Context: an optimization exercise on an open-source flow, tuned for small area. The choices shown serve that exercise and are no tape-out recipe.
Where RTL was checked, it was by simulation tests only, not by an equivalence proof against the original.
The flow treats the clock pin as an ideal source. Dropping or thinning the clock tree relies on that and would not hold on a real chip.
Power figures rest on the tool's default switching activity, not on a simulated workload.

==> module vending_machine, before the edit <==
module vending_machine(input CLK,
		       input RESET,
		       input RELOAD,
		       input CARD_IN,
		       input [3:0] ITEM_CODE,
		       input KEY_PRESS,
		       input VALID_TRAN,
		       input DOOR_OPEN,
		       output reg VEND,
		       output reg INVALID_SEL,
		       output reg [2:0] COST,
		       output reg FAILED_TRAN
		       );
   localparam [2:0] IDLE = 3'd0, RELOADING = 3'd1, CODE1 = 3'd2, CODE2 = 3'd3,
		    TRANSACT = 3'd4, VENDING = 3'd5, RESETTING = 3'd6;
   reg [2:0] st;
   reg 	     flag;    
   reg [2:0] tm;      
   reg 	     det;     
   reg 	     n1;      
   reg [3:0] num2;    
   reg [79:0] cnt;    
   reg 	      allz;   
   wire tmo   = tm[2] & ~tm[1];
   wire first = ~tm[2] & ~tm[0];
   wire [2:0] tm_inc = tmo ? tm : {tm[1], tm[0], ~tm[2]};
   wire s_c1 = (st == CODE1);
   wire s_c2 = (st == CODE2);
   wire s_tr = (st == TRANSACT);
   wire s_vd = (st == VENDING);
   wire b3 = num2[3], b2 = num2[2], b1 = num2[1];
   wire [2:0] cost;
   assign cost[2] = n1 & (b3 | b2 | b1);
   assign cost[1] = n1 ? (b3 | ~(b2 | b1)) : (b3 | b2);
   assign cost[0] = n1 ? (~(b3 | b2 | b1) | (b2 & b1)) : (b3 | ~b2);
   wire [19:0] dsel, empty;
   wire vsel = s_vd & first;
   wire zsel_item;
   wire [3:0] lo;
   wire [5:0] hi;
   assign lo[0] = ~num2[1] & ~num2[0];
   assign lo[1] = ~num2[1] &  num2[0];
   assign lo[2] =  num2[1] & ~num2[0];
   assign lo[3] =  num2[1] &  num2[0];
   assign hi[0] = ~n1 & ~num2[3] & ~num2[2];
   assign hi[1] = ~n1 & ~num2[3] &  num2[2];
   assign hi[2] = ~n1 &  num2[3] & ~num2[2] & ~num2[1];
   assign hi[3] =  n1 & ~num2[3] & ~num2[2];
   assign hi[4] =  n1 & ~num2[3] &  num2[2];
   assign hi[5] =  n1 &  num2[3] & ~num2[2] & ~num2[1];
   wire [5:0] hv = hi & {6{vsel}};
   wire [5:0] zg;
   genvar i;
   generate
      for (i = 0; i < 20; i = i + 1) begin : dec
	 assign dsel[i] = hv[(i / 10) * 3 + (i % 10) / 4] & lo[(i % 10) % 4];
      end
   endgenerate
   assign zg[0] = empty[num2[1:0]];
   assign zg[1] = empty[4 + num2[1:0]];
   assign zg[2] = num2[0] ? empty[9] : empty[8];
   assign zg[3] = empty[10 + num2[1:0]];
   assign zg[4] = empty[14 + num2[1:0]];
   assign zg[5] = num2[0] ? empty[19] : empty[18];
   assign zsel_item = |(hi & zg);
   wire zsel = allz | zsel_item;
   wire inv2 = (num2[3] & (num2[2] | num2[1])) | zsel;
   wire bad1 = (ITEM_CODE[3:1] != 3'd0);
   wire invalid = det | inv2;
   always @(*) begin
      VEND = 1'b0;
      INVALID_SEL = 1'b0;
      FAILED_TRAN = 1'b0;
      COST = 3'd0;
      if (s_c1 | s_c2)
	INVALID_SEL = ~KEY_PRESS & tmo;
      if (s_tr) begin
	 INVALID_SEL = invalid;
	 FAILED_TRAN = ~invalid & ~VALID_TRAN & tmo;
	 if (~invalid & (VALID_TRAN | ~tmo))
	   COST = cost;
      end
      if (s_vd) begin
	 VEND = DOOR_OPEN | ~tmo;
	 COST = cost;
      end
   end
   reg [2:0] nst;
   reg 	     stay;
   always @(*) begin
      nst = IDLE;
      stay = 1'b0;
      case (st)
	IDLE: nst = RELOAD ? RELOADING : (CARD_IN ? CODE1 : IDLE);
	RELOADING: nst = RELOAD ? RELOADING : IDLE;
	CODE1: begin
	   stay = ~flag & (KEY_PRESS | ~tmo);
	   nst = flag ? CODE2 : (stay ? CODE1 : IDLE);
	end
	CODE2: begin
	   stay = ~flag & (KEY_PRESS | ~tmo);
	   nst = flag ? TRANSACT : (stay ? CODE2 : IDLE);
	end
	TRANSACT: begin
	   stay = ~invalid & ~VALID_TRAN & ~tmo;
	   nst = (invalid | (tmo & ~VALID_TRAN)) ? IDLE : (VALID_TRAN ? VENDING : TRANSACT);
	end
	VENDING: begin
	   stay = DOOR_OPEN | (~flag & ~tmo);
	   nst = stay ? VENDING : IDLE;
	end
	default: nst = IDLE;
      endcase
   end
   always @(posedge CLK) begin
      st <= RESET ? RESETTING : nst;
      tm <= stay ? tm_inc : 3'b000;
      flag <= stay & (flag | ((s_c1 | s_c2) & KEY_PRESS) | (s_vd & DOOR_OPEN));
      det <= (s_c1 & (det | (KEY_PRESS & bad1))) | (s_c2 & (det | (flag & inv2)));
      if (s_c1 & KEY_PRESS)
	n1 <= ITEM_CODE[0];
      if (s_c2 & KEY_PRESS)
	num2 <= ITEM_CODE;
   end
   wire clr = (st == RESETTING);
   wire rld = (st == RELOADING);
   always @(posedge CLK)
     allz <= clr | (allz & ~rld);
   genvar gi;
   generate
      for (gi = 0; gi < 20; gi = gi + 1) begin : stock
	 wire [3:0] d;
	 stock_next u (.q(cnt[4*gi +: 4]), .sel(dsel[gi]), .rld(rld), .d(d), .empty(empty[gi]));
	 always @(posedge CLK)
	   cnt[4*gi +: 4] <= d;
      end
   endgenerate
endmodule
==> flow/config.mk <==
export PLATFORM = sky130hd
export DESIGN_NAME = vending_machine
export DESIGN_NICKNAME = vending_machine
export VERILOG_FILES = /design/flow/design.v
export SDC_FILE = /design/flow/constraint.sdc
export NUM_CORES = 4
export LEC_CHECK = 0
export CAP_MARGIN = 0
export CORE_MARGIN = 2
export CORE_UTILIZATION = 80
export SLEW_MARGIN = 0
==> flow/constraint.sdc <==
create_clock -name core_clock -period 10.0 [get_ports {CLK}]
set_input_delay 2.0000 -clock core_clock [delete_from_list [all_inputs] [get_ports {CLK}]]
set_output_delay 2.0000 -clock core_clock [all_outputs]
set_load 0.01 [all_outputs]
standard.sh (not shown) runs the stock make flow with config.mk's settings and CLKGATE_MAP_FILE= SYNTH_SCRIPT=/design/flow/synth_recipe.tcl, a recipe that flattens the netlist after the stock synthesis.
==> flow/flow/run.sh <==
#!/bin/bash
# Own layout flow: the standard flow (standard.sh), with
#  - synthesis by synth_recipe.tcl with an area-oriented ABC script (flow/abc_proc.tcl),
#  - port buffers of the smallest buffer cell,
#  - a small clock tree built by flow/clock_buf.tcl in place of clock_tree_synthesis.
set -euo pipefail
W=$PWD
export MY_ABC_SCRIPT=$W/flow/abc_area.script
export BUFFER_PORTS_ARGS="-buffer_cell sky130_fd_sc_hd__buf_1"
export PRE_CTS_TCL=$W/flow/clock_buf.tcl
export CLOCK_BUF_CELL=sky130_fd_sc_hd__clkbuf_16
export CLOCK_BUF_COUNT=${CLOCK_BUF_COUNT:-3}
export CLOCK_ROOT_CELL=
cat flow/abc_proc.tcl synth_recipe.tcl > my_synth.tcl
sed "s|SYNTH_SCRIPT=[^ ]*|SYNTH_SCRIPT=$W/my_synth.tcl|" standard.sh > my_standard.sh
grep -q "SYNTH_SCRIPT=$W/my_synth.tcl" my_standard.sh
bash my_standard.sh synth > synth.log 2>&1
bash my_standard.sh > layout.log 2>&1
Other scripts of this flow, unchanged in this note and not shown: flow/flow/abc_area.script, flow/flow/abc_proc.tcl, flow/flow/clock_buf.tcl
==> next run, changes <==
--- a/flow/design.v
+++ b/flow/design.v
@@ -34,35 +34,8 @@
    assign cost[1] = n1 ? (b3 | ~(b2 | b1)) : (b3 | b2);
    assign cost[0] = n1 ? (~(b3 | b2 | b1) | (b2 & b1)) : (b3 | ~b2);
-   wire [19:0] dsel, empty;
+   wire [19:0] isel, dsel, empty;
    wire vsel = s_vd & first;
-   wire zsel_item;
-   wire [3:0] lo;
-   wire [5:0] hi;
-   assign lo[0] = ~num2[1] & ~num2[0];
-   assign lo[1] = ~num2[1] &  num2[0];
-   assign lo[2] =  num2[1] & ~num2[0];
-   assign lo[3] =  num2[1] &  num2[0];
-   assign hi[0] = ~n1 & ~num2[3] & ~num2[2];
-   assign hi[1] = ~n1 & ~num2[3] &  num2[2];
-   assign hi[2] = ~n1 &  num2[3] & ~num2[2] & ~num2[1];
-   assign hi[3] =  n1 & ~num2[3] & ~num2[2];
-   assign hi[4] =  n1 & ~num2[3] &  num2[2];
-   assign hi[5] =  n1 &  num2[3] & ~num2[2] & ~num2[1];
-   wire [5:0] hv = hi & {6{vsel}};
-   wire [5:0] zg;
-   genvar i;
-   generate
-      for (i = 0; i < 20; i = i + 1) begin : dec
-	 assign dsel[i] = hv[(i / 10) * 3 + (i % 10) / 4] & lo[(i % 10) % 4];
-      end
-   endgenerate
-   assign zg[0] = empty[num2[1:0]];
-   assign zg[1] = empty[4 + num2[1:0]];
-   assign zg[2] = num2[0] ? empty[9] : empty[8];
-   assign zg[3] = empty[10 + num2[1:0]];
-   assign zg[4] = empty[14 + num2[1:0]];
-   assign zg[5] = num2[0] ? empty[19] : empty[18];
-   assign zsel_item = |(hi & zg);
-   wire zsel = allz | zsel_item;
+   item_decode udec (.n1(n1), .num2(num2), .en(vsel), .isel(isel), .dsel(dsel));
+   wire zsel = allz | (|(isel & empty));
    wire inv2 = (num2[3] & (num2[2] | num2[1])) | zsel;
    wire bad1 = (ITEM_CODE[3:1] != 3'd0);
@@ -137,4 +110,26 @@
    endgenerate
 endmodule
+module item_decode(input n1, input [3:0] num2, input en, output [19:0] isel, output [19:0] dsel);
+   wire [3:0] lo;
+   wire [5:0] hi;
+   assign lo[0] = ~num2[1] & ~num2[0];
+   assign lo[1] = ~num2[1] &  num2[0];
+   assign lo[2] =  num2[1] & ~num2[0];
+   assign lo[3] =  num2[1] &  num2[0];
+   assign hi[0] = ~n1 & ~num2[3] & ~num2[2];
+   assign hi[1] = ~n1 & ~num2[3] &  num2[2];
+   assign hi[2] = ~n1 &  num2[3] & ~num2[2] & ~num2[1];
+   assign hi[3] =  n1 & ~num2[3] & ~num2[2];
+   assign hi[4] =  n1 & ~num2[3] &  num2[2];
+   assign hi[5] =  n1 &  num2[3] & ~num2[2] & ~num2[1];
+   genvar i;
+   generate
+      for (i = 0; i < 20; i = i + 1) begin : d
+	 localparam H = (i / 10) * 3 + (i % 10) / 4;
+	 assign isel[i] = hi[H] & lo[(i % 10) % 4];
+	 assign dsel[i] = isel[i] & en;
+      end
+   endgenerate
+endmodule
 module stock_next(input [3:0] q, input sel, input rld, output [3:0] d, output empty);
    wire hold = ~(sel | rld);
=> Core utilization went up by 0.55 points. Wire length went up by 1.1%. Worst setup slack gets better by 0.31 ns. Sequential share of layout area went down by 0.33 points. Sequential power went up by 5.1%. Clock power hardly moves. Global-route usage went up by 0.45 points. Final cell count went up by 0.45%. Via count went up by 0.97%. Total power went up by 4.1%.
Only the layout flow was run in the first run of this note; the RTL was not checked for function there. No run of this note takes its clock network from TritonCTS; it comes from the design's own scripts or RTL.

## afterwards: timing with drivers on the ports
Ports are ideal in the flow. The routed layouts listed here were re-timed in OpenROAD.
Step 1, drivers: a clkbuf_16 drives CLK and a buf_2 each remaining input, both assumed.
Step 2 also shifts input and output timing later by t, the mid clock arrival at the registers, as if the neighbouring blocks saw the same clock.
Slacks: no drivers / after step 1 / after step 2; pairs: no drivers / after step 1.
run | shift t [ns] | setup slack, ns | worst hold slack (ns) | cell pins on the clock port's net
the first run | 0.226 | 4.850 / 4.786 / 5.013 | 0.460 / 0.460 / 0.460 | 3
the second run | 0.224 | 5.156 / 5.098 / 5.137 | 0.442 / 0.442 / 0.442 | 3
After both steps every run listed still meets setup and hold. For the second run, which loses most, drivers alone change the setup slack by -0.058 ns; drivers and shift together by -0.019 ns.
